This is an optimization exercise on Yosys and OpenROAD, whose aim is small area and a short achievable clock period, not a production implementation.
Where RTL was checked, it was by simulation tests only, not by an equivalence proof against the original.
The clock port is modelled as an ideal driver; clocking choices that lean on that would not hold on a real chip.
Power is estimated from default activity; no workload was simulated.

==> branch cedar <==
==> flow/design.v <==
module sync_fifo (
    input wire clk,
    input wire rst_n,
    input wire wr_en,
    input wire [31:0] data_in,
    output wire full,
    input wire rd_en,
    output wire [31:0] data_out,
    output wire empty
);
  reg [31:0] chain[0:14];  
  reg [31:0] head;         
  reg [15:0] pos;          
  reg empty_r;             
  assign empty = empty_r;
  assign full = pos[15];
  assign data_out = head;
  wire do_w = wr_en & ~pos[15];
  wire m_up = do_w & ~empty_r & ~rd_en;
  wire m_down = rd_en & ~pos[0] & ~do_w;
  always_ff @(posedge clk or negedge rst_n) begin
    if (!rst_n) begin
      pos <= 16'd1;
      empty_r <= 1'b1;
    end else begin
      if (m_up) pos <= {pos[14:0], 1'b0};
      else if (m_down) pos <= {1'b0, pos[15:1]};
      empty_r <= empty_r ? ~wr_en : (pos[0] & rd_en & ~wr_en);
    end
  end
  integer i;
  always_ff @(posedge clk) begin
    if (do_w) begin
      chain[0] <= data_in;
      for (i = 1; i < 15; i = i + 1) chain[i] <= chain[i-1];
    end
  end
  reg [31:0] next_head;
  always @* begin
    next_head = data_in & {32{pos[0]}};
    for (i = 0; i < 15; i = i + 1)
      next_head = next_head | (chain[i] & {32{pos[i+1]}});
  end
  always_ff @(posedge clk) begin
    if (empty_r | rd_en) head <= next_head;
  end
endmodule
==> flow/run.sh <==
#!/bin/bash
# synth_recipe.tcl (not shown) runs the flow's synth.tcl, then flattens the netlist and writes it again
# the make line also repeats each setting of config.mk as NAME=value (left out here)
make -C /OpenROAD-flow-scripts/flow DESIGN_CONFIG=/design/flow/config.mk WORK_HOME=/design/flow/orfs CLKGATE_MAP_FILE= SYNTH_SCRIPT=/design/flow/synth_recipe.tcl finish
==> flow/config.mk <==
export PLATFORM = sky130hd
export DESIGN_NAME = sync_fifo
export DESIGN_NICKNAME = sync_fifo
export VERILOG_FILES = /design/flow/design.v
export SDC_FILE = /design/flow/constraint.sdc
export NUM_CORES = 4
export LEC_CHECK = 0
export CAP_MARGIN = 20
export CORE_MARGIN = 2
export CORE_UTILIZATION = 65
export CTS_CLUSTER_DIAMETER = 80
export CTS_CLUSTER_SIZE = 30
export SETUP_SLACK_MARGIN = 2.3
export SLEW_MARGIN = 20
==> flow/constraint.sdc <==
create_clock -name core_clock -period 4.2 [get_ports {clk}]
set_input_delay 0.8400 -clock core_clock [delete_from_list [all_inputs] [get_ports {clk}]]
set_output_delay 0.8400 -clock core_clock [all_outputs]
set_load 0.01 [all_outputs]
==> branch raven: changes against branch cedar <==
==> flow/design.v (replaced) <==
module sync_fifo (
    input wire clk,
    input wire rst_n,
    input wire wr_en,
    input wire [31:0] data_in,
    output wire full,
    input wire rd_en,
    output wire [31:0] data_out,
    output wire empty
);
  reg [31:0] chain[0:14];  
  reg [31:0] head;         
  reg [15:0] pos;          
  reg [15:0] pos_b;        
  reg ne_r;                
  reg ne_o;                
  reg full_o;              
  assign empty = ~ne_o;
  assign full = full_o;
  assign data_out = head;
  wire do_w = wr_en & ~pos[15];
  wire m_up = do_w & ne_r & ~rd_en;
  wire m_down = rd_en & ~pos[0] & ~do_w;
  wire [15:0] pos_next = m_up ? {pos[14:0], 1'b0} : m_down ? {1'b0, pos[15:1]} : pos;
  wire ne_next = ne_r ? ~(pos[0] & rd_en & ~wr_en) : wr_en;
  always_ff @(posedge clk or negedge rst_n) begin
    if (!rst_n) begin
      pos <= 16'd1;
      pos_b <= 16'd1;
      ne_r <= 1'b0;
      ne_o <= 1'b0;
      full_o <= 1'b0;
    end else begin
      pos <= pos_next;
      ne_r <= ne_next;
      ne_o <= ne_o ? ~(pos[0] & rd_en & ~wr_en) : wr_en;
      if (m_up) pos_b <= {pos_b[14:0], 1'b0};
      else if (m_down) pos_b <= {1'b0, pos_b[15:1]};
      full_o <= full_o ? ~rd_en : (pos[14] & wr_en & ~rd_en);
    end
  end
  integer i;
  always_ff @(posedge clk) begin
    if (do_w) begin
      chain[0] <= data_in;
      for (i = 1; i < 15; i = i + 1) chain[i] <= chain[i-1];
    end
  end
  reg [31:0] next_head;
  always @* begin
    next_head = data_in & {32{pos_b[0]}};
    for (i = 0; i < 15; i = i + 1)
      next_head = next_head | (chain[i] & {32{pos_b[i+1]}});
  end
  always_ff @(posedge clk) begin
    if (~ne_r | rd_en) head <= next_head;
  end
endmodule
==> flow/flow/run.sh (new file) <==
#!/bin/bash
# Standard layout, with one change after clock tree synthesis: the root
# buffer of the clock tree is removed and the clock port drives the next
# level of clock buffers directly (flow/post_cts.tcl); and the port buffers
# are buf_2 cells, which the resizer can size, rather than delay cells.
set -e
cd "$(dirname "$0")/.."
cp standard.sh standard.sh.log.txt 2>/dev/null || true
export POST_CTS_TCL="$PWD/flow/post_cts.tcl"
export BUFFER_PORTS_ARGS="-buffer_cell sky130_fd_sc_hd__buf_2"
bash standard.sh > standard.log 2>&1
==> flow/flow/post_cts.tcl (new file) <==
set block [ord::get_db_block]
set root [$block findInst clkbuf_0_clk]
if {$root != "NULL"} {
  set in_net [[$root findITerm A] getNet]
  set out_net [[$root findITerm X] getNet]
  set sinks {}
  foreach it [$out_net getITerms] {
    if {[$it getInst] != $root} { lappend sinks $it }
  }
  if {[llength $sinks] <= 4} {
    foreach it $sinks { $it disconnect; $it connect $in_net }
    odb::dbInst_destroy $root
    odb::dbNet_destroy $out_net
    puts "post_cts: removed clkbuf_0_clk, clock port drives [llength $sinks] buffers"
    estimate_parasitics -placement
    repair_timing_helper
    detailed_placement
  }
}
==> flow/standard.sh (new file) <==
#!/bin/bash
# synth_recipe.tcl (not shown) runs the flow's synth.tcl, then flattens the netlist and writes it again
# the make line also repeats each setting of config.mk as NAME=value (left out here)
make -C /OpenROAD-flow-scripts/flow DESIGN_CONFIG=/design/flow/config.mk WORK_HOME=/design/flow/orfs CLKGATE_MAP_FILE= SYNTH_SCRIPT=/design/flow/synth_recipe.tcl "${@:-finish}"
removed: flow/run.sh
==> branch ember: changes against branch cedar <==
==> flow/design.v (replaced) <==
module sync_fifo (
    input wire clk,
    input wire rst_n,
    input wire wr_en,
    input wire [31:0] data_in,
    output wire full,
    input wire rd_en,
    output wire [31:0] data_out,
    output wire empty
);
  reg [31:0] chain[0:14];  
  reg [31:0] head;         
  reg [15:0] pos;          
  reg [15:0] pos_b;        
  reg ne_r;                
  reg ne_o;                
  reg full_o;              
  assign empty = ~ne_o;
  assign full = full_o;
  assign data_out = head;
  wire do_w = wr_en & ~pos[15];
  wire m_up = do_w & ne_r & ~rd_en;
  wire m_down = rd_en & ~pos[0] & ~do_w;
  wire [15:0] pos_next = m_up ? {pos[14:0], 1'b0} : m_down ? {1'b0, pos[15:1]} : pos;
  wire ne_next = ne_r ? ~(pos[0] & rd_en & ~wr_en) : wr_en;
  always_ff @(posedge clk or negedge rst_n) begin
    if (!rst_n) begin
      pos <= 16'd1;
      pos_b <= 16'd1;
      ne_r <= 1'b0;
      ne_o <= 1'b0;
      full_o <= 1'b0;
    end else begin
      pos <= pos_next;
      ne_r <= ne_next;
      ne_o <= ne_o ? ~(pos[0] & rd_en & ~wr_en) : wr_en;
      full_o <= full_o ? ~rd_en : (pos[14] & wr_en & ~rd_en);
      if (m_up) pos_b <= {pos_b[14:0], 1'b0};
      else if (m_down) pos_b <= {1'b0, pos_b[15:1]};
    end
  end
  integer i;
  always_ff @(posedge clk) begin
    if (do_w) begin
      chain[0] <= data_in;
      for (i = 1; i < 15; i = i + 1) chain[i] <= chain[i-1];
    end
  end
  reg [31:0] next_head;
  always @* begin
    next_head[15:0] = data_in[15:0] & {16{pos[0]}};
    next_head[31:16] = data_in[31:16] & {16{pos_b[0]}};
    for (i = 0; i < 15; i = i + 1) begin
      next_head[15:0] = next_head[15:0] | (chain[i][15:0] & {16{pos[i+1]}});
      next_head[31:16] = next_head[31:16] | (chain[i][31:16] & {16{pos_b[i+1]}});
    end
  end
  wire take = ~ne_r | rd_en;
  wire keep = ne_o & ~rd_en;
  always_ff @(posedge clk) begin
    head <= (next_head & {32{take}}) | (head & {32{keep}});
  end
endmodule
==> flow/flow/run.sh (new file) <==
#!/bin/bash
# Standard layout, with one change after clock tree synthesis: the root
# buffer of the clock tree is removed and the clock port drives the next
# level of clock buffers directly (flow/post_cts.tcl); and the port buffers
# are buf_2 cells, which the resizer can size, rather than delay cells.
set -e
cd "$(dirname "$0")/.."
cp standard.sh standard.sh.log.txt 2>/dev/null || true
export POST_CTS_TCL="$PWD/flow/post_cts.tcl"
export BUFFER_PORTS_ARGS="-buffer_cell sky130_fd_sc_hd__buf_2"
bash standard.sh > standard.log 2>&1
==> flow/flow/post_cts.tcl (new file) <==
set block [ord::get_db_block]
set root [$block findInst clkbuf_0_clk]
if {$root != "NULL"} {
  set in_net [[$root findITerm A] getNet]
  set out_net [[$root findITerm X] getNet]
  set sinks {}
  foreach it [$out_net getITerms] {
    if {[$it getInst] != $root} { lappend sinks $it }
  }
  if {[llength $sinks] <= 4} {
    foreach it $sinks { $it disconnect; $it connect $in_net }
    odb::dbInst_destroy $root
    odb::dbNet_destroy $out_net
    puts "post_cts: removed clkbuf_0_clk, clock port drives [llength $sinks] buffers"
    estimate_parasitics -placement
    repair_timing_helper
    detailed_placement
  }
}
==> flow/standard.sh (new file) <==
#!/bin/bash
# synth_recipe.tcl (not shown) runs the flow's synth.tcl, then flattens the netlist and writes it again
# the make line also repeats each setting of config.mk as NAME=value (left out here)
make -C /OpenROAD-flow-scripts/flow DESIGN_CONFIG=/design/flow/config.mk WORK_HOME=/design/flow/orfs CLKGATE_MAP_FILE= SYNTH_SCRIPT=/design/flow/synth_recipe.tcl "${@:-finish}"
- PLACE_DENSITY: unset -> 0.75
removed: flow/run.sh
==> qor summary <==
quantity                                                                       branch cedar               branch raven              branch ember
Worst supply voltage drop on vdd                                                   403.3 uV                   306.6 uV                  344.6 uV
Internal Dissipation                                                               9.390 mW                   7.734 mW                  7.315 mW
Fmax                                                                             0.4861 GHz                 0.5272 GHz                0.5288 GHz
Fraction of power spent switching nets                                               31.73%                     25.16%                    19.99%
Sequential share of cell area                                                        75.49%                     76.81%                    75.29%
Fillcell total                                                                        1,676                      1,821                     1,812
Fraction of post-synthesis cell area in the top cell type by area                    81.28%                     78.13%                    72.96%
Slowest CP cell                                                    sky130_fd_sc_hd__dfstp_2  sky130_fd_sc_hd__edfxtp_1  sky130_fd_sc_hd__dfrtp_1
Met2 demand-to-capacity share in global routing                                      45.78%                     42.05%                    44.56%
CP Data Arrival Time                                                                1220 ps                    1060 ps                   1050 ps
Placeable core area                                                           0.02870 sq mm              0.02972 sq mm             0.02980 sq mm
Maximum fanout along the worst path                                                       2                          1                         2
Run status                                                         timing/DRC/antenna clean   timing/DRC/antenna clean  timing/DRC/antenna clean
Tightest Pin Transition                                                             1188 ps                    1176 ps                   1138 ps
Met1 GRT Util                                                                        41.34%                     42.40%                    38.93%
Hold path start                                                                chain[13][8]               chain[9][28]              chain[13][3]
Minimum period implied by the final worst setup slack                               2057 ps                    1897 ps                   1891 ps
Only the layout flow was run in branch raven and branch ember; the RTL was not checked for function there.

==> static timing again, ports no longer ideal <==
How much do the figures lean on ideal ports? The routed layouts below were timed once more, with nothing changed but the port constraints.
Step 1 assumes that a clkbuf_16 drives the clock port and a buf_2 every other input.
Step 2 moves the port delays by t, midway between the first and last clock arrival at a register: inputs arrive t later, outputs are due t later. That takes back most of the time a late clock gives input paths.
Three values: no drivers, after step 1, after step 2; two values: the first two.
run | t (ns) | slack for setup (ns) | latest minus earliest clock arrival (ns) | pins driven straight from the clock port
branch cedar | 0.597 | 2.143 / 2.090 / 1.814 | 0.025 / 0.025 | 1
branch raven | 0.494 | 2.303 / 2.234 / 1.978 | 0.023 / 0.023 | 2
branch ember | 0.479 | 2.309 / 2.244 / 1.896 | 0.015 / 0.016 | 2
After both steps every run listed still meets setup and hold. The setup slack of branch ember, which loses most, moves by -0.065 ns with the drivers and by -0.413 ns with both steps.
